Optimization exercise on an open flow, not production practice. RTL: at most simulated, not proved equivalent. Function not checked: run 7. Power: default activity.

### flow/run.sh
#!/bin/bash
# The standard layout (the standard.sh: ORFS synthesis to finish) with three
# changes: port buffers are buf_1 cells instead of the delay cells ORFS picks,
# clock tree synthesis adds no dummy loads, and it may use smaller clock buffers.
# Each make run writes its full output to a log file in this folder.
set -euo pipefail
here=$(pwd)
CTS="-sink_clustering_enable -repair_clock_nets -dont_use_dummy_load"
bash standard.sh \
  BUFFER_PORTS_ARGS="-buffer_cell sky130_fd_sc_hd__buf_1" \
  CTS_ARGS="$CTS" \
  finish > "$here/standard_make.log" 2>&1
### standard.sh
#!/bin/bash
# synth_recipe.tcl (not shown) runs the flow's synth.tcl, then flattens the netlist and writes it again
# the make line also repeats each setting of config.mk as NAME=value (left out here)
make -C /OpenROAD-flow-scripts/flow DESIGN_CONFIG=/design/flow/config.mk WORK_HOME=/design/flow/orfs CLKGATE_MAP_FILE= SYNTH_SCRIPT=/design/flow/synth_recipe.tcl "${@:-finish}"
### config.mk
export PLATFORM = sky130hd
export DESIGN_NAME = lpc_decoder
export DESIGN_NICKNAME = lpc_decoder
export VERILOG_FILES = /design/flow/design.v
export SDC_FILE = /design/flow/constraint.sdc
export NUM_CORES = 4
export LEC_CHECK = 0
export CAP_MARGIN = 20
export CORE_MARGIN = 2
export CORE_UTILIZATION = 40
export SETUP_SLACK_MARGIN = 2.9
export SLEW_MARGIN = 20
### constraint.sdc
create_clock -name core_clock -period 5.0 [get_ports {ACLK}]
set_input_delay 1.0000 -clock core_clock [delete_from_list [all_inputs] [get_ports {ACLK}]]
set_output_delay 1.0000 -clock core_clock [all_outputs]
set_load 0.01 [all_outputs]
### design.v
module lpc_decoder(
			input wire ACLK,
			input wire ARESET_N,
			input wire[79:0] TDATA,
			input wire TVALID,
			output wire TREADY,
			input wire EN,
			input wire TUSER,
			input wire TLAST,
			output wire[15:0] OUT_DECODED,
			output wire OUT_VALID,
			input wire OUT_READY,
			output wire OUT_LAST,
			output wire OUT_USER
		);
	integer i, j;
	reg [7:0] rm, cm;
	always @(*) begin
		for (i = 0; i < 8; i = i + 1)
			rm[i] = ^TDATA[8*i +: 8] ^ TDATA[64+i];
		for (j = 0; j < 8; j = j + 1) begin
			cm[j] = TDATA[72+j];
			for (i = 0; i < 8; i = i + 1)
				cm[j] = cm[j] ^ TDATA[8*i+j];
		end
	end
	reg [7:0] y_rm, y_cm;
	always @(posedge ACLK) begin
		y_rm <= rm;
		y_cm <= cm;
	end
	reg [7:0] rh, ch;
	reg [2:0] rn, cn;
	always @(*) begin
		for (i = 0; i < 8; i = i + 1) begin
			rh[i] = y_rm[i] & ~|(y_rm >> (i+1));
			ch[i] = y_cm[i] & ~|(y_cm >> (i+1));
		end
		rn = {|rh[7:4], |{rh[7:6], rh[3:2]}, |{rh[7], rh[5], rh[3], rh[1]}};
		cn = {|ch[7:4], |{ch[7:6], ch[3:2]}, |{ch[7], ch[5], ch[3], ch[1]}};
	end
	reg        rdy;        
	reg        r_busy;     
	reg [1:0]  k;          
	reg [63:0] r_d;
	reg        r_user, r_last;
	reg        f_v;        
	reg [2:0]  f_row, f_col;    
	reg [15:0] o_d;
	reg        o_v, o_user, o_last;
	wire acc    = rdy;                         
	wire o_free = ~o_v | OUT_READY;
	wire mv     = r_busy & o_free;             
	wire byp    = acc & o_free;                
	wire r_busy_n = acc | (mv ? ~&k : r_busy);
	wire [3:0] kh = {4{r_busy}} & {k == 2'd3, k == 2'd2, k == 2'd1, k == 2'd0};
	wire [15:0] beat   = {16{acc}} & TDATA[15:0] | {16{kh[0]}} & r_d[15:0] |
	                     {16{kh[1]}} & r_d[31:16] | {16{kh[2]}} & r_d[47:32] |
	                     {16{kh[3]}} & r_d[63:48];
	reg  [15:0] flip_y, flip_f, flip;
	always @(*) begin
		for (j = 0; j < 8; j = j + 1) begin
			flip_y[j]   = EN & rh[0] & ch[j];
			flip_y[8+j] = EN & rh[1] & ch[j];
			flip_f[j]   = f_v & (f_row == {k, 1'b0}) & (f_col == j);
			flip_f[8+j] = f_v & (f_row == {k, 1'b1}) & (f_col == j);
		end
		flip = acc ? flip_y : flip_f;
	end
	wire [15:0] beat_c = beat ^ flip;           
	always @(posedge ACLK or negedge ARESET_N) begin
		if (~ARESET_N) begin
			r_busy <= 1'b0;
			k      <= 2'd0;
			o_v    <= 1'b0;
		end else begin
			if (acc) begin
				r_busy <= 1'b1;
				k      <= {1'b0, byp};
			end else if (mv) begin
				k <= {k[1] ^ k[0], ~k[0]};
				if (&k)
					r_busy <= 1'b0;
			end
			if (byp | mv)
				o_v <= 1'b1;
			else if (OUT_READY)
				o_v <= 1'b0;
		end
	end
	always @(posedge ACLK)
		rdy <= TVALID & ~acc & ~r_busy_n;
	always @(posedge ACLK) begin
		if (acc) begin
			r_d    <= TDATA[63:0];
			r_user <= TUSER;
			r_last <= TLAST;
			f_v    <= EN & |y_rm & |y_cm;
			f_row  <= rn;
			f_col  <= cn;
		end
		if (byp | mv) begin
			o_d    <= {beat_c[7:0], beat_c[15:8]};
			o_user <= acc ? TUSER : kh[0] & r_user;
			o_last <= kh[3] & r_last;
		end
	end
	assign TREADY      = rdy;
	assign OUT_VALID   = o_v;
	assign OUT_DECODED = o_d;
	assign OUT_USER    = o_user;
	assign OUT_LAST    = o_last;
endmodule
==> qor.csv, run 1 <==
stage;metric;value;unit
logic_synthesis;mapped cell area;0.00547;sq mm
worst_setup_path;Crit Path Max Fanout;20;
drt;drt initial violations;235;
cts;CTS sink cnt;112;
logic_synthesis;post-synthesis sequential area ratio;0.580;
sta;Final Cycle Share;0.411;
worst_setup_path;Critical R2R Launch;r_busy;
sta;setup TNS;0;ps
worst_setup_path;worst stage delay on the critical path;530;ps
floorplan;Die Ht;121;microns
sta;Hold Vio Cnt, Final;0;
worst_setup_path;worst r2r dst;o_d[5];
logic_synthesis;synth unique cells;32;
drt;Antenna Nets Post-Route;0;
power;Peak VDD IR;0.188;mV
floorplan;core box area;0.0133;sq mm
logic_synthesis;Syn Area/Cell;13.0;sq um
sta;Tmin final;2060;ps
sta;maximum clock rate;0.486;GHz
sta;Max Slew Vio Count;0;
cts;H-tree levels;3;
cts;CTS Hold Buffers Added;0;
worst_setup_path;slowest cell on the critical path;dfxtp_4;
logic_synthesis;syn nets;512;
worst_setup_path;Crit. Startpoint;rdy;
cts;CTS tree;built;
worst_setup_path;CP required;4000;ps
drt;vias per cell;5.07;
drt;final wirelength;12500;microns
sta;endpoints failing setup;0;
logic_synthesis;Ys Warns;1;
grt;global route overflow;0;
layout;P&R area growth vs syn;15.7;%
floorplan;Chip Width;121;microns
drt;vias;3561;
worst_setup_path;Worst setup SP type;register;
logic_synthesis;Mapped Cells;421;
floorplan;Starting Density;0.411;
drt;Residual DRC;0;
place;Detail Placement HPWL;9410;microns
layout;final core utilization;0.476;
job;Max Cap Viol;0;
worst_setup_path;R2R depth;2;
logic_synthesis;#FFs+latches synth;112;
sta;Final Skew;11.9;ps
cts;clk latency of the worst-skew pair;340;ps
sta;RSZ-0062 raised after global routing;false;
run_status;status;finished clean;
power;Pwr Density;510;mW/mm^2
drt;router iterations before antenna repair;4;
worst_setup_path;critical path cell sequence;buf_1;
worst_setup_path;critical path class;reg -> out;
cts;CTS clk-pin slew, worst paths;60;ps
cts;Root Driver;clkbuf_16;
grt;largest net degree at the start of global routing;36;
hold_path;HP Class;in -> async;
layout;antenna diode count;0;
floorplan;die area;0.0146;sq mm
layout;final net count;619;
layout;fill count;1250;
worst_setup_path;arrival time at the worst endpoint;1060;ps
sta;Slew @ Worst Pin;819;ps
sta;Slew Limit Headroom;0.454;
cts;cts bufs inserted;9;
place;GPL Wtd Cong;0.884;
worst_setup_path;register-to-register setup slack;3080;ps
power;P_leak;0.00200;uW
layout;layout cells sized above 1;0.0437;
grt;vias in the first global route;3546;
cts;Max Root-Sink Buffers;2;
worst_setup_path;largest delay contributor family on the critical path;flip-flops;
grt;antenna violations before repair;0;
grt;GR Util All Layers;0.178;
worst_setup_path;Worst setup EP type;output pin;
place;I/O Buffers;106;
floorplan;num ports;107;
floorplan;row count;42;
grt;first-pass GRT wire length;19500;microns
drt;DR WL/cell;17.9;microns
worst_setup_path;WP buf/inv;1;
sequential cells by signal, summed over array words and instances (netlist names):
signal  flops
f_row       3
r_busy      1
k           2
o_last      1
r_user      1
f_col       3
rdy         1
o_user      1
o_d        16
f_v         1
y_cm        8
o_v         1
r_last      1
r_d        64
y_rm        8
where the power goes:
group,internal (uW),switching [uW],leakage (uW)
Combinational,440,649,0.000851
Clock,318,281,0.000111
Sequential,1360,182,0.00104
Total,2120,1110,0.00200
layout by cell type (no fill, tap or decap), types with 4 or more instances in the layout:
cell type | Yosys | final
o22ai_1 | 16 | 16
buf_1 | 0 | 106
xnor2_1 | 120 | 120
nand2_1 | 26 | 26
xor2_1 | 26 | 26
dfxtp_1 | 17 | 16
nand4_1 | 5 | 5
nor2_1 | 10 | 9
edfxtp_1 | 91 | 91
ha_2 | 0 | 4
clkbuf_16 | 0 | 9
nor2b_1 | 4 | 4
inv_1 | 7 | 7
dfrtp_1 | 4 | 4
a22oi_1 | 48 | 48
per-stage QoR:
step           cell area (sq um)  setup slack [ps]  total power (uW)  hold WS, ps  instances
3_3_place_gp                6050              2800              2600          554        691
3_5_place_dp                6050              2750              2620          550        691
4_1_cts                     6310              2920              3240          486        702
5_1_grt                     6320              2900              3420          496        702
2_1_floorplan               5480              2920              2260          535        421
6_report                    6320              2940              3230          490        702
cell usage after synthesis:
cell type,number,share of area
xnor2_1,120,0.19
edfxtp_1,91,0.50
a22oi_1,48,0.066
nand2_1,26,0.018
xor2_1,26,0.042
dfxtp_1,17,0.062
o22ai_1,16,0.018
clkbuf_1,13,0.0089
nor2_1,10,0.0069
inv_1,7,0.0048
nand4_1,5,0.0057
dfrtp_1,4,0.018
ha_1,4,0.0092
nor2b_1,4,0.0046
a21oi_1,3,0.0027
nand2b_1,3,0.0034
nand3_1,3,0.0027
nand3b_1,3,0.0041
and2_1,2,0.0023
nand4_4,2,0.0078
o21ai_0,2,0.0018
o21ai_1,2,0.0018
a21o_1,1,0.0014
a311o_1,1,0.0018
a31oi_1,1,0.0011
and3_1,1,0.0011
nand4b_1,1,0.0016
nor3_1,1,0.00091
nor4_2,1,0.0023
nor4_4,1,0.0039
o31ai_1,1,0.0014
or2_2,1,0.0011
cell type report:
| type | instances | area (sq um) | area share |
|---|---|---|---|
| Timing Repair Buffer | 109 | 440 | 0.0696 |
| Inverter | 7 | 26.3 | 0.00415 |
| Multi-Input combinational cell | 289 | 2240 | 0.354 |
| Sequential cell | 112 | 3180 | 0.502 |
| Clock buffer | 9 | 225 | 0.0356 |
| Tap cell | 176 | 220 | 0.0348 |
layer usage:
metal / vias to the layer above / GRT usage / part of all wire / wire length, microns
met1: 1689 / 0.247 / 0.45 / 5590
met3: 17 / 0.0409 / 0.067 / 836
met4: 0 / 0.0654 / 0.018 / 231
met5: - / 0 / 0 / 0
li1: 1731 / - / - / -
met2: 124 / 0.275 / 0.47 / 5890
timing repair:
| item | 4_1_cts | 5_1_grt |
|---|---|---|
| setup endpoints to repair | 3 | 16 |
| buffers inserted | 2 | 0 |
| resized for setup | 0 | 4 |
| pin swaps | 0 | 0 |
cell families after synthesis:
logic type,share of synthesized area
XOR/XNOR,0.234
flip-flops,0.580
AO/OA/AOI/OAI,0.0964
AND/OR/NAND/NOR,0.0664
buffers and inverters,0.0137
adder cells (fa/ha/maj),0.00916
how the worst max path moves through the flow:
stage	end	cells past startpoint
2_1_floorplan	o_d[0]	4
3_3_place_gp	o_d[1]	5
5_1_grt	TREADY	1
3_5_place_dp	o_d[1]	5
6_report	TREADY	1
4_1_cts	TREADY	1
Testbench counts, summed over its fixed seeds: cycles 12,816, items 3,200.
==> run 2: changes to the inputs <==
--- a/config.mk
+++ b/config.mk
@@ -8,5 +8,5 @@
 export CAP_MARGIN = 20
 export CORE_MARGIN = 2
 export CORE_UTILIZATION = 40
-export SETUP_SLACK_MARGIN = 2.9
+export SETUP_SLACK_MARGIN = 3.05
 export SLEW_MARGIN = 20
==> run 2 against run 1 <==
Via count down 1.0%; register-to-register slack better by 50 ps; synthesized cell count unchanged; first-iteration DRC count up 12%; sequential share of layout area down 0.78 points; critical path depth unchanged; core utilization up 0.81 points; die area unchanged; clock power up 2%; sequential power about the same; largest power group unchanged; still clean.
==> qor.csv, run 2 <==
stage;metric;value;unit;change
power;P_leak;0.00202;uW;+1.3%
run_status;status;finished clean;;
worst_setup_path;critical path class;reg -> out;;
worst_setup_path;critical path cell sequence;buf_1;;
floorplan;num ports;107;;unchanged
grt;largest net degree at the start of global routing;48;;+33%
worst_setup_path;slowest cell on the critical path;dfxtp_4;;
power;Logic pwr share;0.359;;+0.022
hold_path;HP Class;in -> async;;
power;Pwr Density;519;mW/mm^2;+1.7%
floorplan;die area;0.0146;sq mm;unchanged
drt;drt initial violations;263;;+12%
sta;Max Slew Vio Count;0;;unchanged
sta;Final Skew;10.4;ps;-1.55 ps
layout;Reg with most FFs;r_d;;
drt;final wirelength;12700;microns;+1.5%
logic_synthesis;#FFs+latches synth;112;;unchanged
drt;Antenna Nets Post-Route;0;;unchanged
layout;final net count;621;;+0.32%
sta;endpoints failing setup;0;;unchanged
drt;vias;3525;;-1.0%
place;Detail Placement HPWL;9300;microns;-1.2%
cts;Max Root-Sink Buffers;2;;unchanged
logic_synthesis;Ys Warns;1;;unchanged
logic_synthesis;mapped cell area;0.00547;sq mm;unchanged
floorplan;core box area;0.0133;sq mm;unchanged
sta;setup TNS;0;ps;unchanged
power;Pint;2160;uW;+2.2%
power;Peak VDD IR;0.179;mV;-4.8%
worst_setup_path;largest delay contributor family on the critical path;flip-flops;;
drt;DR WL/cell;18.1;microns;+1.3%
sta;Slew Limit Headroom;0.644;;+0.190
grt;global route overflow;0;;unchanged
layout;fill count;1233;;-1.4%
worst_setup_path;worst stage delay on the critical path;400;ps;-130 ps
power;Clock Power Share;0.183;;-0.003
logic_synthesis;top post-synthesis cells by area;edfxtp_1 50%, xnor2_1 19%, a22oi_1 6.6%;;
layout;layout cells sized above 1;0.0644;;+0.0207
worst_setup_path;CP required;4000;ps;about the same
logic_synthesis;Post-synth top cells;120 x xnor2_1, 91 x edfxtp_1, 48 x a22oi_1, 26 x nand2_1, 26 x xor2_1;;
logic_synthesis;Syn Area/Cell;13.0;sq um;unchanged
cts;Root Driver;clkbuf_16;;
logic_synthesis;Mapped Cells;421;;unchanged
logic_synthesis;post-synthesis sequential area ratio;0.580;;unchanged
floorplan;row count;42;;unchanged
grt;GR Util All Layers;0.182;;+0.00314
power;sw power;1170;uW;+5.6%
worst_setup_path;Worst setup EP type;output pin;;
job;Max Cap Viol;0;;unchanged
sta;maximum clock rate;0.526;GHz;+8.2%
sta;Tmin final;1900;ps;-155 ps
cts;cts bufs inserted;9;;unchanged
logic_synthesis;synth unique cells;32;;unchanged
sta;Hold Vio Cnt, Final;0;;unchanged
sta;Slew @ Worst Pin;529;ps;-289 ps
floorplan;Chip Width;121;microns;unchanged
layout;antenna diode count;0;;unchanged
worst_setup_path;WP buf/inv;1;;unchanged
power;sequential share of power;0.459;;-0.018
cts;CTS clk-pin slew, worst paths;60;ps;about the same
layout;leading cell type in the layout, fill and taps excluded;xnor2_1;;
floorplan;Die Ht;121;microns;unchanged
logic_synthesis;Async SR Flop Fraction;0.0357;;unchanged
drt;vias per cell;5.01;;-1.3%
logic_synthesis;Synth Flop Type;edfxtp_1;;
place;I/O Buffers;106;;unchanged
logic_synthesis;area leader, netlist;edfxtp_1;;
floorplan;Starting Density;0.411;;unchanged
logic_synthesis;top-count cell post-synth;xnor2_1;;
power;switching share of power;0.352;;+0.00735
place;GPL Wtd Cong;0.818;;-7.5%
drt;router iterations before antenna repair;4;;unchanged
cts;H-tree levels;3;;unchanged
sta;Final Cycle Share;0.380;;-0.0310
logic_synthesis;Post-synth EDFFs;91;;unchanged
logic_synthesis;syn nets;512;;unchanged
worst_setup_path;Crit Path Max Fanout;4;;-80%
layout;Top Registers;r_d: 64 flops, o_d: 16 flops;;
drt;Residual DRC;0;;unchanged
logic_synthesis;top-area cell type share of the netlist area;0.500;;unchanged
grt;first-pass GRT wire length;19600;microns;+0.53%
worst_setup_path;arrival time at the worst endpoint;900;ps;-160 ps
grt;vias in the first global route;3480;;-1.9%
layout;final core utilization;0.484;;+0.00809
cts;clk latency of the worst-skew pair;350;ps;about the same
grt;antenna violations before repair;0;;unchanged
sta;RSZ-0062 raised after global routing;false;;
cts;CTS tree;built;;
layout;commonest non-fill, non-tap cells in the layout;120 x xnor2_1, 106 x buf_1, 91 x edfxtp_1;;
layout;P&R area growth vs syn;17.7;%;
layout;max FFs per register;64;;unchanged
cts;CTS sink cnt;112;;unchanged
cts;CTS Hold Buffers Added;0;;unchanged
worst_setup_path;Worst setup SP type;register;;
[run 2: cell counts after synthesis]
Identical to the previous run, type by type.
[run 2: layout make-up]
class,instances,area (sq um),share of cell area
Tap cell,176,220,0.0342
Clock buffer,9,225,0.0350
Inverter,7,26.3,0.00408
Timing Repair Buffer,111,472,0.0733
Multi-Input combinational cell,289,2310,0.359
Sequential cell,112,3180,0.494
[run 2: power groups by stage]
stage	combinational (uW)	clock (uW)	sequential, uW
2_1_floorplan	712	0	1570
3_3_place_gp	1060	0	1570
3_5_place_dp	1070	0	1580
4_1_cts	1170	620	1520
5_1_grt	1310	652	1560
6_report	1200	610	1530
[run 2: worst paths after layout]
check | start | end | slack [ps] | cells after the start
max in group asynchronous | ARESET_N | k[1] | 4310 | 1
worst min register to register | r_last | o_last | 560 | 1
min in group core_clock | r_last | o_last | 560 | 1
worst max-delay path | rdy | TREADY | 3100 | 1
worst max register to register | k[0] | o_d[5] | 3130 | 6
worst min-delay path | ARESET_N | r_busy | 480 | 1
[run 2: stage by stage]
stage	hold WS (ps)	worst slack [ps]	std cells	total power [uW]	area, sq um
2_1_floorplan	535	3010	421	2280	5510
3_5_place_dp	547	2540	691	2650	6060
6_report	480	3100	704	3340	6430
5_1_grt	477	3050	704	3530	6430
4_1_cts	478	3060	704	3310	6360
3_3_place_gp	544	2620	691	2640	6060
[run 2: cells by family (layout without fill, tap and decap cells)]
group | after synthesis | after routing | synth area share
AND/OR/NAND/NOR | 64 | 64 | 0.0664
AO/OA/AOI/OAI | 75 | 75 | 0.0964
XOR/XNOR | 146 | 146 | 0.234
buffers and inverters | 20 | 127 | 0.0137
adder cells (fa/ha/maj) | 4 | 4 | 0.00916
flip-flops | 112 | 112 | 0.580
[run 2: repair_timing]
action,CTS,global route
buffers inserted,4,0
endpoints found under the setup margin,17,33
gates resized for setup,5,14
[run 2: layer usage]
metal  part of all wire  track usage
met1               0.46        0.259
met2               0.48        0.286
met3              0.054       0.0296
met4              0.013       0.0523
met5                  0            0
==> run 3: changes to the inputs <==
--- a/config.mk
+++ b/config.mk
@@ -8,5 +8,6 @@
 export CAP_MARGIN = 20
 export CORE_MARGIN = 2
 export CORE_UTILIZATION = 40
-export SETUP_SLACK_MARGIN = 3.05
+export GPL_TIMING_DRIVEN = 0
+export SETUP_SLACK_MARGIN = 3.0
 export SLEW_MARGIN = 20
==> run 3 against run 2 <==
Still clean on timing, DRC and antenna; setup slack worse by 68 ps; non-clock buffer count is 17 higher; register-to-register slack worse by 90 ps; critical path type unchanged.
==> qor.csv, run 3 <==
stage;metric;value;unit;change
grt;antenna violations before repair;0;;unchanged
drt;final wirelength;13400;microns;+5.5%
cts;clk latency of the worst-skew pair;340;ps;about the same
hold_path;HP Class;in -> async;;
logic_synthesis;syn nets;512;;unchanged
worst_setup_path;critical path class;reg -> out;;
sta;Final WS setup;3030;ps;-67.9 ps
layout;antenna diode count;0;;unchanged
power;Peak VDD IR;0.192;mV;+7.0%
grt;Most Crowded Layer GR;met2;;
drt;drt initial violations;198;;-25%
sta;Final Cycle Share;0.394;;+0.0136
sta;RSZ-0062 raised after global routing;true;;
cts;CTS clk-pin slew, worst paths;70;ps;about the same
floorplan;die area;0.0146;sq mm;unchanged
cts;CTS Hold Buffers Added;0;;unchanged
floorplan;Chip Width;121;microns;unchanged
cts;Max Root-Sink Buffers;2;;unchanged
cts;Root Driver;clkbuf_16;;
layout;Reg area;0.00318;sq mm;about the same
logic_synthesis;Ys Warns;1;;unchanged
cts;CTS sink cnt;112;;unchanged
logic_synthesis;Mapped Cells;421;;unchanged
drt;vias per cell;5.12;;+2.4%
floorplan;Starting Density;0.411;;unchanged
worst_setup_path;worst stage delay on the critical path;460;ps;+60 ps
sta;Tmin final;1970;ps;+67.9 ps
sta;Slew Limit Headroom;0.541;;-0.104
logic_synthesis;synth unique cells;32;;unchanged
grt;met3 GRT Util;0.0282;;-0.00141
worst_setup_path;CP required;4000;ps;about the same
worst_setup_path;critical path cell sequence;buf_1;;
drt;router iterations before antenna repair;5;;+1
drt;vias;3695;;+4.8%
logic_synthesis;Post-synth top cells;120 x xnor2_1, 91 x edfxtp_1, 48 x a22oi_1, 26 x nand2_1, 26 x xor2_1;;
logic_synthesis;Async SR Flop Fraction;0.0357;;unchanged
floorplan;row count;42;;unchanged
logic_synthesis;mapped cell area;0.00547;sq mm;unchanged
logic_synthesis;Syn Area/Cell;13.0;sq um;unchanged
layout;Top Registers;r_d: 64 flops, o_d: 16 flops;;
worst_setup_path;arrival time at the worst endpoint;970;ps;+70 ps
sta;setup TNS;0;ps;unchanged
worst_setup_path;WP buf/inv;1;;unchanged
floorplan;Die Ht;121;microns;unchanged
layout;max FFs per register;64;;unchanged
run_status;status;finished clean;;
floorplan;num ports;107;;unchanged
layout;commonest non-fill, non-tap cells in the layout;120 x xnor2_1, 106 x buf_1, 91 x edfxtp_1;;
grt;global route overflow;0;;unchanged
cts;cts bufs inserted;9;;unchanged
worst_setup_path;largest delay contributor family on the critical path;flip-flops;;
place;GPL Wtd Cong;0.802;;-2.0%
layout;fill count;1223;;-0.81%
job;Max Cap Viol;0;;unchanged
floorplan;core box area;0.0133;sq mm;unchanged
layout;layout cells sized above 1;0.101;;+0.0365
place;Placement Setup Slack;2510;ps;-38.8 ps
cts;CTS tree;built;;
layout;Multi-input gate area;0.00231;sq mm;+0.11%
sta;Final Skew;6.93;ps;-3.43 ps
drt;Antenna Nets Post-Route;0;;unchanged
logic_synthesis;area leader, netlist;edfxtp_1;;
layout;P&R area growth vs syn;20.3;%;
sta;Slew @ Worst Pin;689;ps;+160 ps
logic_synthesis;top-count cell post-synth;xnor2_1;;
layout;leading cell type in the layout, fill and taps excluded;xnor2_1;;
worst_setup_path;Worst setup SP type;register;;
grt;GRT met2 Usage;0.316;;+0.0302
worst_setup_path;slowest cell on the critical path;dfxtp_4;;
place;I/O Buffers;106;;unchanged
power;P_leak;0.00210;uW;+4.0%
worst_setup_path;Crit Path Max Fanout;10;;+6
logic_synthesis;#FFs+latches synth;112;;unchanged
worst_setup_path;Worst setup EP type;output pin;;
grt;largest net degree at the start of global routing;38;;-21%
grt;first-pass GRT wire length;20600;microns;+5.0%
sta;Max Slew Vio Count;0;;unchanged
logic_synthesis;post-synthesis sequential area ratio;0.580;;unchanged
logic_synthesis;top post-synthesis cells by area;edfxtp_1 50%, xnor2_1 19%, a22oi_1 6.6%;;
logic_synthesis;Post-synth EDFFs;91;;unchanged
sta;endpoints failing setup;0;;unchanged
power;Pwr Density;520;mW/mm^2;+0.24%
drt;Residual DRC;0;;unchanged
layout;final net count;638;;+2.7%
grt;vias in the first global route;3657;;+5.1%
logic_synthesis;top-area cell type share of the netlist area;0.500;;unchanged
layout;Reg with most FFs;r_d;;
drt;DR WL/cell;18.6;microns;+3.0%
grt;GR met1 Demand/Resource;0.261;;+0.00129
sta;maximum clock rate;0.508;GHz;-3.5%
grt;GR Util All Layers;0.190;;+0.00894
place;Detail Placement HPWL;9910;microns;+6.5%
sta;Hold Vio Cnt, Final;0;;unchanged
cts;H-tree levels;3;;unchanged
logic_synthesis;Synth Flop Type;edfxtp_1;;
-- run 3: cell types whose count changed in the layout (fill, tap and decap cells not counted), moves of 4 or more --
| cell | before | now |
|---|---|---|
| ha_1 | 0 | 4 |
| ha_4 | 4 | 0 |
| a22oi_2 | 3 | 16 |
| clkbuf_8 | 0 | 6 |
| clkbuf_4 | 0 | 4 |
| buf_4 | 1 | 6 |
| a22oi_1 | 45 | 32 |
-- run 3: repair_timing --
action                                 CTS  global route
endpoints found under the hold margin    0             0
buffers inserted                         4             5
pin swaps                                0             3
setup endpoints to repair               39            13
gates resized for setup                 31             7
-- run 3: routing by layer --
| layer | part of all wire | up-vias |
|---|---|---|
| li1 | - | 1767 |
| met1 | 0.44 | 1780 |
| met2 | 0.49 | 138 |
| met3 | 0.057 | 10 |
| met4 | 0.012 | 0 |
| met5 | 0 | - |
-- run 3: kinds of logic (layout without fill, tap and decap cells) --
family / count (synthesis) / in the layout / share of synthesized area
compound gates: 75 / 75 / 0.0964
fa+ha+maj: 4 / 4 / 0.00916
xor+xnor: 146 / 146 / 0.234
simple gates: 64 / 64 / 0.0664
flops: 112 / 112 / 0.580
buf+inv: 20 / 144 / 0.0137
-- run 3: power breakdown --
group | internal [uW] | switching (uW) | total [uW]
registers | 1360 | 153 | 1510
logic | 539 | 764 | 1300
clock network | 318 | 287 | 606
-- run 3: through the flow --
| stage | total power [uW] | instances | hold slack (ps) | util | area, sq um |
|---|---|---|---|---|---|
| final | 3420 | 721 | 483 | 0.495 | 6580 |
| after global routing | 3610 | 721 | 494 | 0.495 | 6580 |
| after CTS | 3390 | 716 | 486 | 0.489 | 6510 |
| after detailed placement | 2680 | 703 | 566 | 0.460 | 6120 |
| after global placement | 2660 | 703 | 549 | 0.460 | 6120 |
| after floorplan | 2280 | 421 | 535 | - | 5500 |
-- run 3: final timing paths --
kind                       startpoint      end  slack (ps)  cells after the start
max                               rdy   TREADY        3030                      1
min reg2reg                    r_last   o_last         570                      1
max reg2reg                      k[0]  o_d[15]        3040                      8
min in group core_clock        r_last   o_last         570                      1
min                          ARESET_N     k[0]         480                      1
max in group asynchronous    ARESET_N     k[1]        4300                      1
-- run 3: layout make-up --
class                           instances  area share
Sequential cell                       112       0.484
Multi-Input combinational cell        289       0.351
Timing Repair Buffer                  115      0.0744
Clock buffer                            9      0.0343
Tap cell                              176      0.0335
Buffer                                 13      0.0188
Inverter                                7     0.00400
==> run 4: changes to the inputs <==
--- a/config.mk
+++ b/config.mk
@@ -8,6 +8,5 @@
 export CAP_MARGIN = 20
 export CORE_MARGIN = 2
 export CORE_UTILIZATION = 40
-export GPL_TIMING_DRIVEN = 0
 export SETUP_SLACK_MARGIN = 3.0
 export SLEW_MARGIN = 20
==> run 4 against run 3 <==
Sequential share of layout area grew 1.7 points; register-to-register slack better by 100 ps; largest power group unchanged; sequential power hardly changed; global-route usage decreased by 1.2 points; count of clock-buffer cells in the layout unchanged; hold slack improved by 1.5 ps; setup slack gained 58 ps; maximum frequency up 3.1%; largest cell class unchanged; still clean.
==> qor.csv, run 4 <==
stage;metric;value;unit;change
layout;leading cell type in the layout, fill and taps excluded;xnor2_1;;
power;Pwr Density;510;mW/mm^2;-1.9%
worst_setup_path;Worst setup SP type;register;;
sta;setup TNS;0;ps;unchanged
layout;Reg with most FFs;r_d;;
layout;Layout Cells excl Fill;705;;-2.2%
drt;router iterations before antenna repair;4;;-1
worst_setup_path;Worst setup EP type;output pin;;
sta;Tmin final;1910;ps;-58.4 ps
grt;largest net degree at the start of global routing;55;;+45%
power;P_leak;0.00202;uW;-4.2%
sta;Final WS setup;3090;ps;+58.4 ps
floorplan;num ports;107;;unchanged
sta;Max Slew Vio Count;0;;unchanged
grt;vias in the first global route;3546;;-3.0%
sta;maximum clock rate;0.524;GHz;+3.1%
place;GPL Wtd Cong;0.849;;+5.8%
cts;CTS sink cnt;112;;unchanged
cts;cts bufs inserted;9;;unchanged
logic_synthesis;Ys Warns;1;;unchanged
layout;antenna diode count;0;;unchanged
drt;Residual DRC;0;;unchanged
layout;final net count;622;;-2.5%
worst_setup_path;critical path cell sequence;buf_1;;
hold_path;HP Class;in -> async;;
worst_setup_path;slowest cell on the critical path;dfxtp_4;;
sta;RSZ-0062 raised after global routing;false;;
drt;Antenna Nets Post-Route;0;;unchanged
grt;global route overflow;0;;unchanged
sta;Slew Limit Headroom;0.436;;-0.105
layout;max FFs per register;64;;unchanged
cts;Max Root-Sink Buffers;2;;unchanged
logic_synthesis;Syn Area/Cell;13.0;sq um;unchanged
drt;vias per cell;5.09;;-0.72%
logic_synthesis;mapped cell area;0.00547;sq mm;unchanged
sta;Slew @ Worst Pin;846;ps;+157 ps
logic_synthesis;#FFs+latches synth;112;;unchanged
worst_setup_path;critical path class;reg -> out;;
sta;Final Cycle Share;0.382;;-0.0117
logic_synthesis;top post-synthesis cells by area;edfxtp_1 50%, xnor2_1 19%, a22oi_1 6.6%;;
worst_setup_path;WP buf/inv;1;;unchanged
worst_setup_path;Crit Path Max Fanout;8;;-2
drt;final wirelength;12700;microns;-5.8%
logic_synthesis;top-area cell type share of the netlist area;0.500;;unchanged
logic_synthesis;post-synthesis sequential area ratio;0.580;;unchanged
logic_synthesis;Async SR Flop Fraction;0.0357;;unchanged
power;Peak VDD IR;0.192;mV;+0.39%
run_status;status;finished clean;;
grt;antenna violations before repair;0;;unchanged
place;Detail Placement HPWL;9540;microns;-3.7%
logic_synthesis;syn nets;512;;unchanged
sta;Final Skew;8.68;ps;+1.75 ps
floorplan;core box area;0.0133;sq mm;unchanged
drt;DR WL/cell;18.0;microns;-3.6%
sta;Hold Vio Cnt, Final;0;;unchanged
sta;endpoints failing setup;0;;unchanged
cts;CTS tree;built;;
layout;Top Registers;r_d: 64 flops, o_d: 16 flops;;
logic_synthesis;Post-synth top cells;120 x xnor2_1, 91 x edfxtp_1, 48 x a22oi_1, 26 x nand2_1, 26 x xor2_1;;
worst_setup_path;worst stage delay on the critical path;410;ps;-50 ps
floorplan;row count;42;;unchanged
layout;P&R area growth vs syn;16.2;%;
job;Max Cap Viol;0;;unchanged
grt;first-pass GRT wire length;19400;microns;-5.6%
drt;drt initial violations;273;;+38%
logic_synthesis;top-count cell post-synth;xnor2_1;;
floorplan;Die Ht;121;microns;unchanged
logic_synthesis;area leader, netlist;edfxtp_1;;
drt;vias;3587;;-2.9%
logic_synthesis;Synth Flop Type;edfxtp_1;;
logic_synthesis;synth unique cells;32;;unchanged
cts;Root Driver;clkbuf_16;;
floorplan;Chip Width;121;microns;unchanged
floorplan;Starting Density;0.411;;unchanged
place;I/O Buffers;106;;unchanged
layout;commonest non-fill, non-tap cells in the layout;120 x xnor2_1, 106 x buf_1, 91 x edfxtp_1;;
cts;CTS clk-pin slew, worst paths;60;ps;about the same
cts;clk latency of the worst-skew pair;330;ps;about the same
logic_synthesis;Mapped Cells;421;;unchanged
worst_setup_path;arrival time at the worst endpoint;910;ps;-60 ps
cts;H-tree levels;3;;unchanged
floorplan;die area;0.0146;sq mm;unchanged
worst_setup_path;CP required;4000;ps;about the same
logic_synthesis;Post-synth EDFFs;91;;unchanged
place;Cells after DPL;691;;-1.7%
layout;layout cells sized above 1;0.0529;;-0.0480
worst_setup_path;largest delay contributor family on the critical path;flip-flops;;
grt;GR Util All Layers;0.178;;-0.0121
place;Placement Setup Slack;2870;ps;+364 ps
-- run 4: changes by cell type in the layout (fill, tap and decap cells not counted), moves of 3 or more --
cell / change
a22oi_2: -16
clkbuf_4: -4
ha_1: -4
clkbuf_8: -6
clkbuf_1: -3
a22oi_1: +16
ha_2: +4
-- run 4: final cells by class --
class                      count  area (sq um)
multi-input combinational    289          2240
sequential                   112          3180
timing repair buffer         112           463
inverter                       7          26.3
tap                          176           220
clock buffer                   9           225
fill                        1214          6940
-- run 4: final timing paths --
check	start	endpoint	slack, ps	cells after the start
min in group core_clock	rdy	o_v	580	2
min	ARESET_N	r_busy	480	1
max in group asynchronous	ARESET_N	k[1]	4330	1
min reg2reg	rdy	o_v	580	2
max reg2reg	r_busy	o_d[5]	3140	2
max	rdy	TREADY	3090	1
-- run 4: where the power goes --
part           switching (uW)  internal, uW  total, uW
sequential                173          1360       1530
clock                     280           318        598
combinational             658           452       1110
-- run 4: cell families after synthesis --
family	Yosys count	share of synthesized area
adders and majority gates	4	0.00916
xor gates and xnor gates	146	0.234
buffers and inverters	20	0.0137
DFF	112	0.580
and+or+nand+nor	64	0.0664
AOI/OAI and AO/OA	75	0.0964
-- run 4: metal layers --
layer | track usage | share of wire | up-vias
li1 | - | - | 1730
met1 | 0.255 | 0.45 | 1730
met2 | 0.271 | 0.47 | 117
met3 | 0.0404 | 0.065 | 10
met4 | 0.0523 | 0.012 | 0
met5 | 0 | 0 | -
-- run 4: what timing repair did --
action | in CTS | in global routing
pin swaps | 0 | 0
endpoints found under the setup margin | 17 | 1
buffers inserted | 2 | 3
hold buffers | 0 | 0
resized for setup | 4 | 0
-- run 4: through the flow --
step	cell area, sq um	power (uW)	hold slack, ps	util
after floorplan	5500	2280	535	-
after global placement	6060	2600	567	0.456
after detailed placement	6060	2620	570	0.456
after CTS	6330	3250	484	0.476
after global routing	6350	3440	490	0.478
final	6350	3240	485	0.478
==> run 5: changes to the inputs <==
--- a/config.mk
+++ b/config.mk
@@ -7,6 +7,6 @@
 export LEC_CHECK = 0
 export CAP_MARGIN = 20
 export CORE_MARGIN = 2
-export CORE_UTILIZATION = 40
+export CORE_UTILIZATION = 50
 export SETUP_SLACK_MARGIN = 3.0
 export SLEW_MARGIN = 20
==> run 5 against run 4 <==
Sequential cell count unchanged; highest routed layer unchanged; global-route usage increased by 4.8 points; still clean; total power decreased by 5.4%; synthesized area did not move; clock power down 28%; combinational power about the same; critical path depth stayed put; via count hardly changed; final cell count fell by 5.2%; final area is 2.5% lower; core utilization rose by 9.9 points.
==> qor.csv, run 5 <==
stage;metric;value;unit;change
run_status;status;finished clean;;
sta;Tmin final;1930;ps;+20.0 ps
cts;CTS sink cnt;112;;unchanged
cts;clk latency of the worst-skew pair;370;ps;+40 ps
layout;leading cell type in the layout, fill and taps excluded;xnor2_1;;
worst_setup_path;WP buf/inv;1;;unchanged
worst_setup_path;slowest cell on the critical path;edfxtp_1;;
layout;Reg area;0.00318;sq mm;unchanged
sta;Final Cycle Share;0.386;;+0.00401
logic_synthesis;area leader, netlist;edfxtp_1;;
place;GPL Wtd Cong;0.800;;-5.7%
sta;Hold Vio Cnt, Final;0;;unchanged
drt;router iterations before antenna repair;5;;+1
logic_synthesis;Async SR Flop Fraction;0.0357;;unchanged
floorplan;num ports;107;;unchanged
logic_synthesis;top-area cell type share of the netlist area;0.500;;unchanged
sta;hold_ws;462;ps;-22.9 ps
floorplan;die area;0.0118;sq mm;-19%
logic_synthesis;top post-synthesis cells by area;edfxtp_1 50%, xnor2_1 19%, a22oi_1 6.6%;;
cts;H-tree levels;3;;unchanged
logic_synthesis;Mapped Cells;421;;unchanged
floorplan;Die Ht;109;microns;-10%
layout;commonest non-fill, non-tap cells in the layout;120 x xnor2_1, 106 x buf_1, 91 x edfxtp_1;;
layout;max FFs per register;64;;unchanged
cts;Max Root-Sink Buffers;2;;unchanged
drt;DR WL/cell;18.7;microns;+4.2%
cts;Root Driver;clkbuf_8;;
place;Detail Placement HPWL;9210;microns;-3.5%
logic_synthesis;#FFs+latches synth;112;;unchanged
worst_setup_path;Worst setup EP type;output pin;;
worst_setup_path;Crit Path Max Fanout;1;;-7
drt;Residual DRC;0;;unchanged
grt;GR Util All Layers;0.226;;+0.0481
floorplan;Starting Density;0.509;;+0.0976
grt;global route overflow;0;;unchanged
worst_setup_path;critical path cell sequence;buf_1;;
drt;Antenna Nets Post-Route;0;;unchanged
layout;Top Registers;r_d: 64 flops, o_d: 16 flops;;
grt;first-pass GRT wire length;19400;microns;+0.18%
worst_setup_path;critical path class;reg -> out;;
layout;Reg with most FFs;r_d;;
worst_setup_path;register-to-register setup slack;3120;ps;-20 ps
worst_setup_path;largest delay contributor family on the critical path;flip-flops;;
cts;CTS tree;built;;
sta;Slew Limit Headroom;0.466;;+0.0300
logic_synthesis;syn nets;512;;unchanged
layout;antenna diode count;0;;unchanged
floorplan;row count;38;;-9.5%
worst_setup_path;Critical R2R Launch;k[0];;
power;P_leak;0.00196;uW;-2.7%
logic_synthesis;Post-synth top cells;120 x xnor2_1, 91 x edfxtp_1, 48 x a22oi_1, 26 x nand2_1, 26 x xor2_1;;
sta;RSZ-0062 raised after global routing;false;;
cts;cts bufs inserted;9;;unchanged
cts;CTS clk-pin slew, worst paths;90;ps;+30 ps
sta;setup TNS;0;ps;unchanged
logic_synthesis;synth unique cells;32;;unchanged
power;Peak VDD IR;0.233;mV;+21%
layout;layout cells sized above 1;0.0511;;-0.00179
worst_setup_path;R2R depth;6;;+4
sta;maximum clock rate;0.518;GHz;-1.0%
worst_setup_path;arrival time at the worst endpoint;930;ps;+20 ps
sta;endpoints failing setup;0;;unchanged
grt;largest net degree at the start of global routing;47;;-15%
power;Total Power;3070;uW;-5.4%
logic_synthesis;top-count cell post-synth;xnor2_1;;
worst_setup_path;worst stage delay on the critical path;420;ps;about the same
grt;antenna violations before repair;0;;unchanged
logic_synthesis;Ys Warns;1;;unchanged
place;Cells after DPL;655;;-5.2%
drt;final wirelength;12500;microns;-1.2%
logic_synthesis;Syn Area/Cell;13.0;sq um;unchanged
worst_setup_path;CP required;4000;ps;about the same
floorplan;core box area;0.0107;sq mm;-19%
sta;Final Skew;22.8;ps;+14.1 ps
sta;Max Slew Vio Count;0;;unchanged
layout;fill count;939;;-23%
logic_synthesis;Post-synth EDFFs;91;;unchanged
logic_synthesis;post-synthesis sequential area ratio;0.580;;unchanged
logic_synthesis;mapped cell area;0.00547;sq mm;unchanged
layout;Layout Cells excl Fill;668;;-5.2%
place;I/O Buffers;106;;unchanged
floorplan;Chip Width;109;microns;-10%
drt;drt initial violations;224;;-18%
hold_path;HP Class;in -> async;;
worst_setup_path;Worst setup SP type;register;;
cts;CTS Hold Buffers Added;0;;unchanged
job;Max Cap Viol;0;;unchanged
grt;vias in the first global route;3472;;-2.1%
logic_synthesis;Synth Flop Type;edfxtp_1;;
worst_setup_path;worst r2r dst;o_d[2];;
sta;Slew @ Worst Pin;801;ps;-45.0 ps
drt;vias;3590;;+0.084%
layout;final net count;621;;-0.16%
layout;P&R area growth vs syn;13.3;%;
layout;Multi-input gate area;0.00224;sq mm;unchanged
drt;vias per cell;5.37;;+5.6%
power;Pwr Density;495;mW/mm^2;-3.0%
run 5: cell count changes in the layout (fill, tap and decap cells not counted), sizes merged:
cell,change
buf,-1
run 5: worst max path at each step:
stage	start	slack [ps]	depth (start not counted)	end
floorplan	rdy	3000	4	o_d[0]
global placement	EN	2880	5	o_d[5]
detailed placement	EN	2870	5	o_d[5]
CTS	o_d[5]	3050	1	OUT_DECODED[5]
global route	y_cm[7]	3010	4	o_d[9]
finish	o_d[5]	3070	1	OUT_DECODED[5]
run 5: cell families (layout without fill, tap and decap cells):
family / after synthesis / after routing / synth area share
AND/OR/NAND/NOR: 64 / 64 / 0.0664
XOR/XNOR: 146 / 146 / 0.234
buffers and inverters: 20 / 127 / 0.0137
AO/OA/AOI/OAI: 75 / 75 / 0.0964
adder cells (fa/ha/maj): 4 / 4 / 0.00916
flip-flops: 112 / 112 / 0.580
run 5: per-layer routing:
layer,share of wire,GRT usage
met2,0.45,0.338
met4,0.011,0.0723
met5,0,0
met1,0.48,0.339
met3,0.059,0.0362
run 5: what timing repair did:
| action | CTS | global route |
|---|---|---|
| endpoints found under the setup margin | 16 | 0 |
| buffers inserted | 4 | 0 |
| gates resized for setup | 4 | 0 |
run 5: cell type report:
class / instances / share of cell area
flip-flops and latches: 112 / 0.513
multi-input cells: 289 / 0.362
well taps: 140 / 0.0283
clock buffers: 9 / 0.0200
inverters: 7 / 0.00424
repair buffers: 111 / 0.0729
run 5: report_power, final:
group	switching (uW)	total (uW)	internal, uW	leakage [uW]
Clock	267	430	163	0.0000647
Combinational	666	1110	447	0.000862
Sequential	168	1520	1360	0.00104
Total	1100	3070	1970	0.00196
run 5: per-stage QoR:
stage          cell area, sq um  utilization  setup slack (ps)
6_report                   6190        0.577              3070
5_1_grt                    6190        0.577              3010
4_1_cts                    6190        0.577              3050
3_5_place_dp               6010        0.560              2870
3_3_place_gp               6010        0.560              2880
2_1_floorplan              5500            -              3000
==> run 6: changes to the inputs <==
--- a/config.mk
+++ b/config.mk
@@ -7,6 +7,6 @@
 export LEC_CHECK = 0
 export CAP_MARGIN = 20
 export CORE_MARGIN = 2
-export CORE_UTILIZATION = 50
+export CORE_UTILIZATION = 55
 export SETUP_SLACK_MARGIN = 3.0
 export SLEW_MARGIN = 20
==> run 6 against run 5 <==
Total power rose by 0.12%; global-route usage grew 0.97 points; clock skew grew 4.8 ps; count of clock-buffer cells in the layout is the same; sequential power barely moved; setup slack worse by 29 ps; core utilization is 6.2 points higher; clock power decreased by 0.9%; non-clock buffer count grew 3; maximum frequency decreased by 1.5%; wire length fell by 0.65%; largest power group unchanged.
==> qor.csv, run 6 <==
stage;metric;value;unit;change
power;P_leak;0.00198;uW;+0.84%
worst_setup_path;CP required;4000;ps;about the same
cts;Root Driver;clkbuf_8;;
floorplan;num ports;107;;unchanged
floorplan;Chip Width;104;microns;-4.5%
layout;commonest non-fill, non-tap cells in the layout;120 x xnor2_1, 106 x buf_1, 91 x edfxtp_1;;
cts;cts bufs inserted;9;;unchanged
worst_setup_path;Worst setup EP type;output pin;;
logic_synthesis;top post-synthesis cells by area;edfxtp_1 50%, xnor2_1 19%, a22oi_1 6.6%;;
worst_setup_path;R2R depth;6;;unchanged
logic_synthesis;Ys Warns;1;;unchanged
power;Peak VDD IR;0.274;mV;+18%
floorplan;die area;0.0108;sq mm;-8.8%
logic_synthesis;area share of fa/ha/maj cells after synthesis;0.00916;;unchanged
grt;GR Util All Layers;0.236;;+0.00974
logic_synthesis;Post-Synth XOR/XNOR Area;0.234;;unchanged
drt;vias;3601;;+0.31%
drt;Residual DRC;0;;unchanged
logic_synthesis;Synth Flop Type;edfxtp_1;;
logic_synthesis;Simple-Gate Fraction of Synth Area;0.0664;;unchanged
cts;clk latency of the worst-skew pair;380;ps;about the same
logic_synthesis;syn nets;512;;unchanged
layout;leading cell type in the layout, fill and taps excluded;xnor2_1;;
worst_setup_path;largest delay contributor family on the critical path;flip-flops;;
sta;RSZ-0062 raised after global routing;false;;
layout;Reg with most FFs;r_d;;
drt;final wirelength;12400;microns;-0.65%
worst_setup_path;number of stages on the worst setup path;1;;unchanged
worst_setup_path;arrival time at the worst endpoint;960;ps;+30 ps
logic_synthesis;Post-synth top cells;120 x xnor2_1, 91 x edfxtp_1, 48 x a22oi_1, 26 x nand2_1, 26 x xor2_1;;
logic_synthesis;#FFs+latches synth;112;;unchanged
cts;CTS tree;built;;
grt;largest net degree at the start of global routing;44;;-6.4%
sta;Final Cycle Share;0.392;;+0.00581
drt;vias per cell;5.42;;+0.91%
drt;router iterations before antenna repair;5;;unchanged
logic_synthesis;combinational family with the most area after synthesis;XOR/XNOR gates;;
drt;Antenna Nets Post-Route;0;;unchanged
worst_setup_path;critical path class;reg -> out;;
floorplan;Starting Density;0.562;;+0.0531
floorplan;Die Ht;104;microns;-4.5%
sta;Final Skew;27.6;ps;+4.83 ps
worst_setup_path;WP buf/inv;1;;unchanged
worst_setup_path;critical path cell sequence;buf_1;;
logic_synthesis;post-synthesis mux area share;0;;unchanged
hold_path;HP Class;in -> async;;
layout;P&R area growth vs syn;13.6;%;
worst_setup_path;Critical R2R Launch;k[0];;
sta;Tmin final;1960;ps;+29.1 ps
sta;maximum clock rate;0.510;GHz;-1.5%
run_status;status;finished clean;;
power;Pwr Density;494;mW/mm^2;-0.16%
layout;max FFs per register;64;;unchanged
power;Total Power;3070;uW;+0.12%
worst_setup_path;Worst setup SP type;register;;
place;I/O Buffers;106;;unchanged
grt;vias in the first global route;3493;;+0.60%
sta;Max Slew Vio Count;0;;unchanged
drt;drt initial violations;247;;+10%
logic_synthesis;top-count cell post-synth;xnor2_1;;
place;GPL Wtd Cong;0.866;;+8.2%
cts;CTS clk-pin slew, worst paths;90;ps;about the same
job;Max Cap Viol;0;;unchanged
cts;Max Root-Sink Buffers;2;;unchanged
layout;antenna diode count;0;;unchanged
grt;antenna violations before repair;0;;unchanged
floorplan;core box area;0.00973;sq mm;-9.5%
logic_synthesis;mapped cell area;0.00547;sq mm;unchanged
sta;endpoints failing setup;0;;unchanged
floorplan;row count;36;;-5.3%
worst_setup_path;worst r2r dst;o_d[5];;
logic_synthesis;synth unique cells;32;;unchanged
logic_synthesis;Synth Area in Compound Gates;0.0964;;unchanged
logic_synthesis;Async SR Flop Fraction;0.0357;;unchanged
sta;Hold Vio Cnt, Final;0;;unchanged
worst_setup_path;register-to-register setup slack;3160;ps;+40 ps
sta;setup TNS;0;ps;unchanged
cts;CTS sink cnt;112;;unchanged
sta;Slew @ Worst Pin;837;ps;+35.6 ps
logic_synthesis;Post-synth EDFFs;91;;unchanged
layout;final net count;624;;+0.48%
layout;layout cells sized above 1;0.0565;;+0.00536
worst_setup_path;slowest cell on the critical path;dfxtp_4;;
drt;DR WL/cell;18.7;microns;about the same
cts;H-tree levels;3;;unchanged
sta;Slew Limit Headroom;0.442;;-0.0237
logic_synthesis;top-area cell type share of the netlist area;0.500;;unchanged
place;Detail Placement HPWL;9130;microns;-0.79%
grt;first-pass GRT wire length;19300;microns;-0.71%
logic_synthesis;Syn Area/Cell;13.0;sq um;unchanged
logic_synthesis;post-synthesis sequential area ratio;0.580;;unchanged
grt;global route overflow;0;;unchanged
logic_synthesis;area leader, netlist;edfxtp_1;;
logic_synthesis;Mapped Cells;421;;unchanged
worst_setup_path;worst stage delay on the critical path;430;ps;about the same
worst_setup_path;Crit Path Max Fanout;6;;+5
layout;Top Registers;r_d: 64 flops, o_d: 16 flops;;
[run 6: cell counts after synthesis]
Identical to the previous run, type by type.
[run 6: final cells by class]
class | count | area [sq um]
Sequential cell | 112 | 3180
Tap cell | 133 | 166
Timing Repair Buffer | 114 | 478
Inverter | 7 | 26.3
Multi-Input combinational cell | 289 | 2240
Fill cell | 836 | 3520
Clock buffer | 9 | 124
[run 6: worst max-delay path by stage]
stage	start	endpoint	slack, ps
6_report	rdy	TREADY	3040
5_1_grt	k[1]	o_d[2]	3020
4_1_cts	rdy	TREADY	2900
3_5_place_dp	rdy	o_d[4]	2870
3_3_place_gp	rdy	o_d[14]	2880
2_1_floorplan	rdy	o_d[0]	3000
[run 6: stage by stage]
stage / area, sq um / util / setup slack [ps] / hold WS [ps] / cells
2_1_floorplan: 5500 / - / 3000 / 535 / 421
3_3_place_gp: 6010 / 0.617 / 2880 / 560 / 648
3_5_place_dp: 6010 / 0.617 / 2870 / 559 / 648
4_1_cts: 6170 / 0.635 / 2900 / 451 / 659
5_1_grt: 6210 / 0.639 / 3020 / 477 / 664
6_report: 6210 / 0.639 / 3040 / 464 / 664
[run 6: cell families after synthesis]
logic type                 count (synthesis)
AOI/OAI and AO/OA                         75
adders and majority gates                  4
and+or+nand+nor                           64
buffers and inverters                     20
DFF                                      112
xor gates and xnor gates                 146
[run 6: where the power goes]
| part | switching [uW] | total [uW] | internal (uW) |
|---|---|---|---|
| clock | 264 | 426 | 162 |
| combinational | 655 | 1110 | 457 |
| sequential | 176 | 1530 | 1360 |
| total | 1090 | 3070 | 1980 |
[run 6: what timing repair did]
item / CTS / global route
buffers inserted: 2 / 5
hold buffers: 0 / 0
gates resized for setup: 4 / 0
cloned: 0 / 0
setup endpoints to repair: 17 / 1
[run 6: metal layers]
metal | vias to the layer above | GRT usage | wire length, microns
li1 | 1736 | - | -
met4 | 0 | 0.0714 | 150
met5 | - | 0 | 0
met3 | 16 | 0.0466 | 947
met1 | 1680 | 0.362 | 5810
met2 | 169 | 0.342 | 5530
==> run 7: changes to the inputs <==
--- a/design.v
+++ b/design.v
@@ -91,7 +91,7 @@
 	always @(posedge ACLK)
 		rdy <= TVALID & ~acc & ~r_busy_n;
 	always @(posedge ACLK) begin
-		if (acc) begin
+		if (~r_busy) begin
 			r_d    <= TDATA[63:0];
 			r_user <= TUSER;
 			r_last <= TLAST;
--- a/config.mk
+++ b/config.mk
@@ -7,6 +7,6 @@
 export LEC_CHECK = 0
 export CAP_MARGIN = 20
 export CORE_MARGIN = 2
-export CORE_UTILIZATION = 55
+export CORE_UTILIZATION = 45
 export SETUP_SLACK_MARGIN = 3.0
 export SLEW_MARGIN = 20
==> run 7 against run 6 <==
Still clean; core utilization shrank 11 points; clock power grew 43%; count of clock-buffer cells in the layout is the same; first-iteration DRC count increased by 21%; hold slack better by 35 ps; global-route usage down 3.6 points; critical path depth did not move; combinational power increased by 7%; final area is 1.0% higher; sequential cell count unchanged; via count down 0.72%; setup slack gained 36 ps; critical path type unchanged; largest power group unchanged; highest routed layer unchanged.
==> qor.csv, run 7 <==
stage;metric;value;unit;change
layout;Top Registers;r_d: 64 flops, o_d: 16 flops;;
power;Pwr Density;540;mW/mm^2;+9.3%
worst_setup_path;Crit Path Max Fanout;1;;-5
grt;global route overflow;0;;unchanged
floorplan;row count;40;;+11%
layout;layout cells sized above 1;0.0456;;-0.0109
sta;Final Cycle Share;0.385;;-0.00723
layout;fill count;1097;;+31%
worst_setup_path;largest delay contributor family on the critical path;flip-flops;;
drt;Residual DRC;0;;unchanged
layout;max FFs per register;64;;unchanged
drt;met3 WL post-DR;645;microns;-32%
logic_synthesis;Post-synth top cells;120 x xnor2_1, 91 x edfxtp_1, 36 x a21oi_1, 32 x a22oi_1, 26 x xor2_1;;
grt;vias in the first global route;3515;;+0.63%
place;GPL Wtd Cong;0.826;;-4.6%
sta;endpoints failing setup;0;;unchanged
drt;Met1 Wirelength;6060;microns;+4.5%
logic_synthesis;Synth Flop Type;edfxtp_1;;
logic_synthesis;Ys Warns;1;;unchanged
worst_setup_path;critical path cell sequence;buf_1;;
sta;setup TNS;0;ps;unchanged
drt;vias;3575;;-0.72%
floorplan;Chip Width;114;microns;+10%
sta;Slew @ Worst Pin;552;ps;-285 ps
cts;Max Root-Sink Buffers;2;;unchanged
worst_setup_path;slowest cell on the critical path;edfxtp_1;;
drt;router iterations before antenna repair;5;;unchanged
sta;maximum clock rate;0.520;GHz;+1.9%
layout;final net count;619;;-0.80%
layout;commonest non-fill, non-tap cells in the layout;120 x xnor2_1, 106 x buf_1, 91 x edfxtp_1;;
logic_synthesis;Mapped Cells;420;;-0.24%
worst_setup_path;Worst setup EP type;output pin;;
logic_synthesis;post-synthesis sequential area ratio;0.582;;+0.00200
hold_path;HP Class;in -> async;;
worst_setup_path;worst stage delay on the critical path;430;ps;about the same
logic_synthesis;Async SR Flop Fraction;0.0357;;unchanged
power;P_leak;0.00195;uW;-1.5%
job;Max Cap Viol;0;;unchanged
layout;P&R area growth vs syn;15.2;%;
place;I/O Buffers;106;;unchanged
floorplan;core box area;0.0119;sq mm;+22%
floorplan;num ports;107;;unchanged
drt;Antenna Nets Post-Route;0;;unchanged
worst_setup_path;arrival time at the worst endpoint;920;ps;-40 ps
logic_synthesis;Post-synth EDFFs;91;;unchanged
logic_synthesis;#FFs+latches synth;112;;unchanged
layout;final core utilization;0.527;;-0.112
cts;Root Driver;clkbuf_16;;
cts;CTS sink cnt;112;;unchanged
worst_setup_path;WP buf/inv;1;;unchanged
drt;routed wl met2;5730;microns;+3.6%
grt;GR Util All Layers;0.201;;-0.0356
floorplan;Die Ht;114;microns;+10%
grt;antenna violations before repair;0;;unchanged
floorplan;die area;0.0130;sq mm;+21%
cts;CTS Hold Buffers Added;0;;unchanged
sta;RSZ-0062 raised after global routing;false;;
layout;Multi-input gate area;0.00221;sq mm;-1.3%
logic_synthesis;synth unique cells;34;;+6.3%
drt;DR top layer;met4;;
grt;first-pass GRT wire length;19400;microns;+0.47%
logic_synthesis;area leader, netlist;edfxtp_1;;
run_status;status;finished clean;;
drt;DR WL/cell;18.8;microns;+0.37%
cts;clk latency of the worst-skew pair;340;ps;-40 ps
sta;Final Skew;14.5;ps;-13.1 ps
logic_synthesis;Syn Area/Cell;13.0;sq um;-0.11%
floorplan;Starting Density;0.457;;-0.105
logic_synthesis;top post-synthesis cells by area;edfxtp_1 50%, xnor2_1 19%, dfxtp_1 6.2%;;
drt;vias per cell;5.31;;-2.0%
worst_setup_path;CP required;4000;ps;about the same
sta;Tmin final;1920;ps;-36.1 ps
drt;drt initial violations;300;;+21%
layout;Reg area;0.00318;sq mm;unchanged
worst_setup_path;Worst setup SP type;register;;
grt;largest net degree at the start of global routing;51;;+16%
logic_synthesis;syn nets;511;;-0.20%
sta;Hold Vio Cnt, Final;0;;unchanged
layout;leading cell type in the layout, fill and taps excluded;xnor2_1;;
logic_synthesis;top-area cell type share of the netlist area;0.502;;+0.00172
layout;antenna diode count;0;;unchanged
place;Detail Placement HPWL;9380;microns;+2.7%
cts;CTS clk-pin slew, worst paths;70;ps;-20 ps
cts;H-tree levels;3;;unchanged
cts;cts bufs inserted;9;;unchanged
cts;CTS tree;built;;
logic_synthesis;mapped cell area;0.00545;sq mm;-0.34%
layout;Reg with most FFs;r_d;;
worst_setup_path;critical path class;reg -> out;;
sta;Max Slew Vio Count;0;;unchanged
sta;Slew Limit Headroom;0.629;;+0.187
power;Peak VDD IR;0.199;mV;-27%
logic_synthesis;top-count cell post-synth;xnor2_1;;
drt;final wirelength;12600;microns;+1.7%
[run 7: cell types whose count changed in the layout (fill, tap and decap cells not counted), moves of 2 or more]
| cell | before | now |
|---|---|---|
| nand2_1 | 26 | 8 |
| clkbuf_8 | 9 | 0 |
| a21oi_1 | 3 | 36 |
| a22oi_1 | 48 | 32 |
| clkbuf_16 | 0 | 9 |
| buf_4 | 5 | 2 |
| nor2_1 | 8 | 10 |
[run 7: power by group]
| part | total [uW] | switching, uW | internal [uW] | leakage (uW) |
|---|---|---|---|---|
| Combinational | 1190 | 722 | 466 | 0.000787 |
| Sequential | 1590 | 166 | 1430 | 0.00105 |
| Clock | 608 | 289 | 319 | 0.000111 |
[run 7: layout make-up]
type / instances / area share
flip-flops and latches: 112 / 0.506
multi-input cells: 288 / 0.353
repair buffers: 109 / 0.0690
clock buffers: 9 / 0.0359
well taps: 147 / 0.0293
inverters: 8 / 0.00698
[run 7: path summary, 6_finish.rpt]
check | start | end | slack, ps | depth (start not counted)
max in group asynchronous | ARESET_N | k[1] | 4270 | 1
setup reg to reg | k[0] | o_d[12] | 3140 | 6
hold reg to reg | o_v | o_v | 570 | 2
hold / removal | ARESET_N | r_busy | 500 | 1
min in group core_clock | o_v | o_v | 570 | 2
setup / recovery | o_d[3] | OUT_DECODED[3] | 3080 | 1
[run 7: stage by stage]
step                      cells  total power (uW)  cell area, sq um  hold WS (ps)  setup WS (ps)
after global routing        673              3590              6270           504           3030
after floorplan             420              2390              5450           521           3040
after global placement      662              2730              5990           513           2630
after detailed placement    662              2760              5990           546           2640
after CTS                   672              3380              6250           511           3000
final                       673              3390              6270           499           3080
[run 7: cell families after synthesis]
family / count (synthesis) / share of synthesized area
fa+ha+maj: 4 / 0.00919
xor+xnor: 146 / 0.235
buf+inv: 20 / 0.0147
simple gates: 46 / 0.0537
flops: 112 / 0.582
compound gates: 92 / 0.105
[run 7: metal layers]
| layer | global-route usage | vias to the layer above |
|---|---|---|
| met5 | 0 | - |
| met4 | 0.0577 | 0 |
| met3 | 0.0356 | 13 |
| met2 | 0.298 | 126 |
| met1 | 0.303 | 1703 |
| li1 | - | 1733 |
[run 7: timing repair]
action / CTS / global route
endpoints found under the setup margin: 37 / 4
resized for setup: 9 / 4
buffers inserted: 1 / 1
==> run 8: changes to the inputs <==
--- a/design.v
+++ b/design.v
@@ -91,7 +91,7 @@
 	always @(posedge ACLK)
 		rdy <= TVALID & ~acc & ~r_busy_n;
 	always @(posedge ACLK) begin
-		if (~r_busy) begin
+		if (acc) begin
 			r_d    <= TDATA[63:0];
 			r_user <= TUSER;
 			r_last <= TLAST;
--- a/config.mk
+++ b/config.mk
@@ -8,5 +8,6 @@
 export CAP_MARGIN = 20
 export CORE_MARGIN = 2
 export CORE_UTILIZATION = 45
+export PLACE_DENSITY = 0.75
 export SETUP_SLACK_MARGIN = 3.0
 export SLEW_MARGIN = 20
==> run 8 against run 7 <==
Still clean; total power fell by 4.3%; synthesized area up 0.34%; final area is 0.70% higher; largest cell class unchanged; largest power group unchanged.
==> qor.csv, run 8 <==
stage;metric;value;unit;change
logic_synthesis;Syn Area/Cell;13.0;sq um;+0.11%
drt;Residual DRC;0;;unchanged
grt;vias in the first global route;3486;;-0.83%
worst_setup_path;critical path cell sequence;buf_1;;
power;Peak VDD IR;0.221;mV;+11%
drt;router iterations before antenna repair;5;;unchanged
logic_synthesis;post-synthesis mux area share;0;;unchanged
worst_setup_path;arrival time at the worst endpoint;930;ps;about the same
logic_synthesis;syn nets;512;;+0.20%
sta;Max Slew Vio Count;0;;unchanged
floorplan;row count;40;;unchanged
sta;RSZ-0062 raised after global routing;false;;
sta;maximum clock rate;0.518;GHz;-0.33%
hold_path;HP Class;in -> async;;
worst_setup_path;Worst setup EP type;output pin;;
cts;H-tree levels;3;;unchanged
logic_synthesis;Post-synth top cells;120 x xnor2_1, 91 x edfxtp_1, 48 x a22oi_1, 26 x nand2_1, 26 x xor2_1;;
place;area post-placement;0.00602;sq mm;+0.54%
drt;vias;3667;;+2.6%
layout;commonest non-fill, non-tap cells in the layout;120 x xnor2_1, 106 x buf_1, 91 x edfxtp_1;;
floorplan;Chip Width;114;microns;+0.17%
cts;CTS clk-pin slew, worst paths;60;ps;about the same
worst_setup_path;slowest cell on the critical path;dfxtp_4;;
cts;CTS Hold Buffers Added;0;;unchanged
logic_synthesis;Synth Area in Compound Gates;0.0964;;-0.00883
place;I/O Buffers;106;;unchanged
cts;clk latency of the worst-skew pair;340;ps;about the same
floorplan;num ports;107;;unchanged
drt;vias per cell;5.41;;+1.8%
floorplan;core box area;0.0119;sq mm;unchanged
logic_synthesis;Async SR Flop Fraction;0.0357;;unchanged
place;GPL Wtd Cong;0.880;;+6.5%
power;P_leak;0.00202;uW;+3.7%
run_status;status;finished clean;;
sta;Slew @ Worst Pin;802;ps;+250 ps
grt;first-pass GRT wire length;19100;microns;-1.4%
layout;antenna diode count;0;;unchanged
logic_synthesis;synth unique cells;32;;-5.9%
grt;GRT met2 Usage;0.315;;+0.0179
job;Max Cap Viol;0;;unchanged
worst_setup_path;critical path class;reg -> out;;
worst_setup_path;number of stages on the worst setup path;1;;unchanged
floorplan;die area;0.0130;sq mm;+0.33%
grt;largest net degree at the start of global routing;73;;+43%
cts;CTS sink cnt;112;;unchanged
grt;Most Crowded Layer GR;met2;;
logic_synthesis;mapped cell area;0.00547;sq mm;+0.34%
power;Total Power;3240;uW;-4.3%
worst_setup_path;R2R depth;6;;unchanged
sta;endpoints failing setup;0;;unchanged
power;Pwr Density;513;mW/mm^2;-4.9%
sta;Final Cycle Share;0.386;;+0.00127
drt;Antenna Nets Post-Route;0;;unchanged
worst_setup_path;Worst setup SP type;register;;
drt;drt initial violations;303;;+1.0%
worst_setup_path;largest delay contributor family on the critical path;flip-flops;;
layout;Top Registers;r_d: 64 flops, o_d: 16 flops;;
logic_synthesis;Simple-Gate Fraction of Synth Area;0.0664;;+0.0126
drt;final wirelength;12500;microns;-0.96%
logic_synthesis;top post-synthesis cells by area;edfxtp_1 50%, xnor2_1 19%, a22oi_1 6.6%;;
layout;max FFs per register;64;;unchanged
cts;CTS tree;built;;
layout;layout cells sized above 1;0.0565;;+0.0109
grt;GR met1 Demand/Resource;0.271;;-0.0319
logic_synthesis;#FFs+latches synth;112;;unchanged
drt;DR WL/cell;18.5;microns;-1.7%
cts;cts bufs inserted;9;;unchanged
worst_setup_path;worst stage delay on the critical path;420;ps;about the same
layout;final instance area;0.00632;sq mm;+0.70%
grt;met3 GRT Util;0.0344;;-0.00119
logic_synthesis;area leader, netlist;edfxtp_1;;
floorplan;Die Ht;114;microns;+0.17%
logic_synthesis;Synth Flop Type;edfxtp_1;;
sta;Tmin final;1930;ps;+6.35 ps
place;Detail Placement HPWL;9400;microns;+0.27%
sta;setup TNS;0;ps;unchanged
logic_synthesis;area share of fa/ha/maj cells after synthesis;0.00916;;-0.0000315
layout;fill count;1030;;-6.1%
logic_synthesis;Ys Warns;1;;unchanged
logic_synthesis;top-count cell post-synth;xnor2_1;;
layout;leading cell type in the layout, fill and taps excluded;xnor2_1;;
logic_synthesis;top-area cell type share of the netlist area;0.500;;-0.00172
sta;Slew Limit Headroom;0.466;;-0.164
logic_synthesis;Mapped Cells;421;;+0.24%
cts;Max Root-Sink Buffers;2;;unchanged
layout;P&R area growth vs syn;15.6;%;
layout;final net count;624;;+0.81%
sta;Final Skew;8.33;ps;-6.17 ps
layout;Multi-input gate area;0.00224;sq mm;+1.3%
floorplan;Starting Density;0.459;;+0.00158
grt;antenna violations before repair;0;;unchanged
layout;Reg with most FFs;r_d;;
grt;GR Util All Layers;0.195;;-0.00566
logic_synthesis;combinational family with the most area after synthesis;XOR/XNOR gates;;
worst_setup_path;Crit Path Max Fanout;11;;+10
logic_synthesis;Post-synth EDFFs;91;;unchanged
worst_setup_path;CP required;4000;ps;about the same
cts;Root Driver;clkbuf_16;;
logic_synthesis;Post-Synth XOR/XNOR Area;0.234;;-0.000806
layout;Reg area;0.00318;sq mm;unchanged
worst_setup_path;WP buf/inv;1;;unchanged
sta;hold_ws;496;ps;-3.18 ps
sta;Hold Vio Cnt, Final;0;;unchanged
grt;global route overflow;0;;unchanged
logic_synthesis;post-synthesis sequential area ratio;0.580;;-0.00200
[run 8: final cells by class]
| cell class | instances | share of cell area |
|---|---|---|
| timing repair buffer | 114 | 0.0737 |
| clock buffer | 9 | 0.0356 |
| multi-input combinational | 289 | 0.355 |
| inverter | 7 | 0.00416 |
| sequential | 112 | 0.503 |
| tap | 147 | 0.0291 |
[run 8: kinds of logic (layout without fill, tap and decap cells)]
logic type                 after synthesis  count (layout)
AOI/OAI and AO/OA                       75              75
buffers and inverters                   20             130
and+or+nand+nor                         64              64
DFF                                    112             112
xor gates and xnor gates               146             146
adders and majority gates                4               4
[run 8: stage by stage]
step,util,cells,setup slack [ps]
after detailed placement,0.506,662,2890
after CTS,0.526,672,3010
after floorplan,-,421,3000
final,0.530,678,3070
after global placement,0.506,662,2840
after global routing,0.530,678,3040
[run 8: final timing paths]
kind	slack (ps)	from	end
worst min-delay path	500	ARESET_N	o_v
min in group core_clock	570	rdy	f_col[2]
worst min register to register	570	rdy	f_col[2]
max in group asynchronous	4300	ARESET_N	k[0]
worst max-delay path	3070	rdy	TREADY
worst max register to register	3170	k[0]	o_d[9]
[run 8: layer usage]
layer  up-vias  share of wire
li1       1735              -
met1      1771           0.44
met2       147           0.49
met3        14          0.059
met4         0          0.014
met5         -              0
[run 8: worst reg2reg max path: stages (launching register included)]
cell	delay, ps
dfrtp_1	450
inv_1	120
ha_2	330
a22oi_1	210
nand2_1	80
a22oi_1	250
xnor2_1	120
[run 8: power breakdown]
part	switching [uW]	internal, uW
Sequential	177	1360
Combinational	652	451
Clock	285	318
[run 8: what timing repair did]
action / 4_1_cts / 5_1_grt
gates resized for setup: 3 / 2
setup endpoints to repair: 11 / 15
cloned: 0 / 0
endpoints found under the hold margin: 0 / 0
setup buffers: 1 / 6
Testbench counts of run 8, summed over its fixed seeds: cycles 12,816, items 3,200.
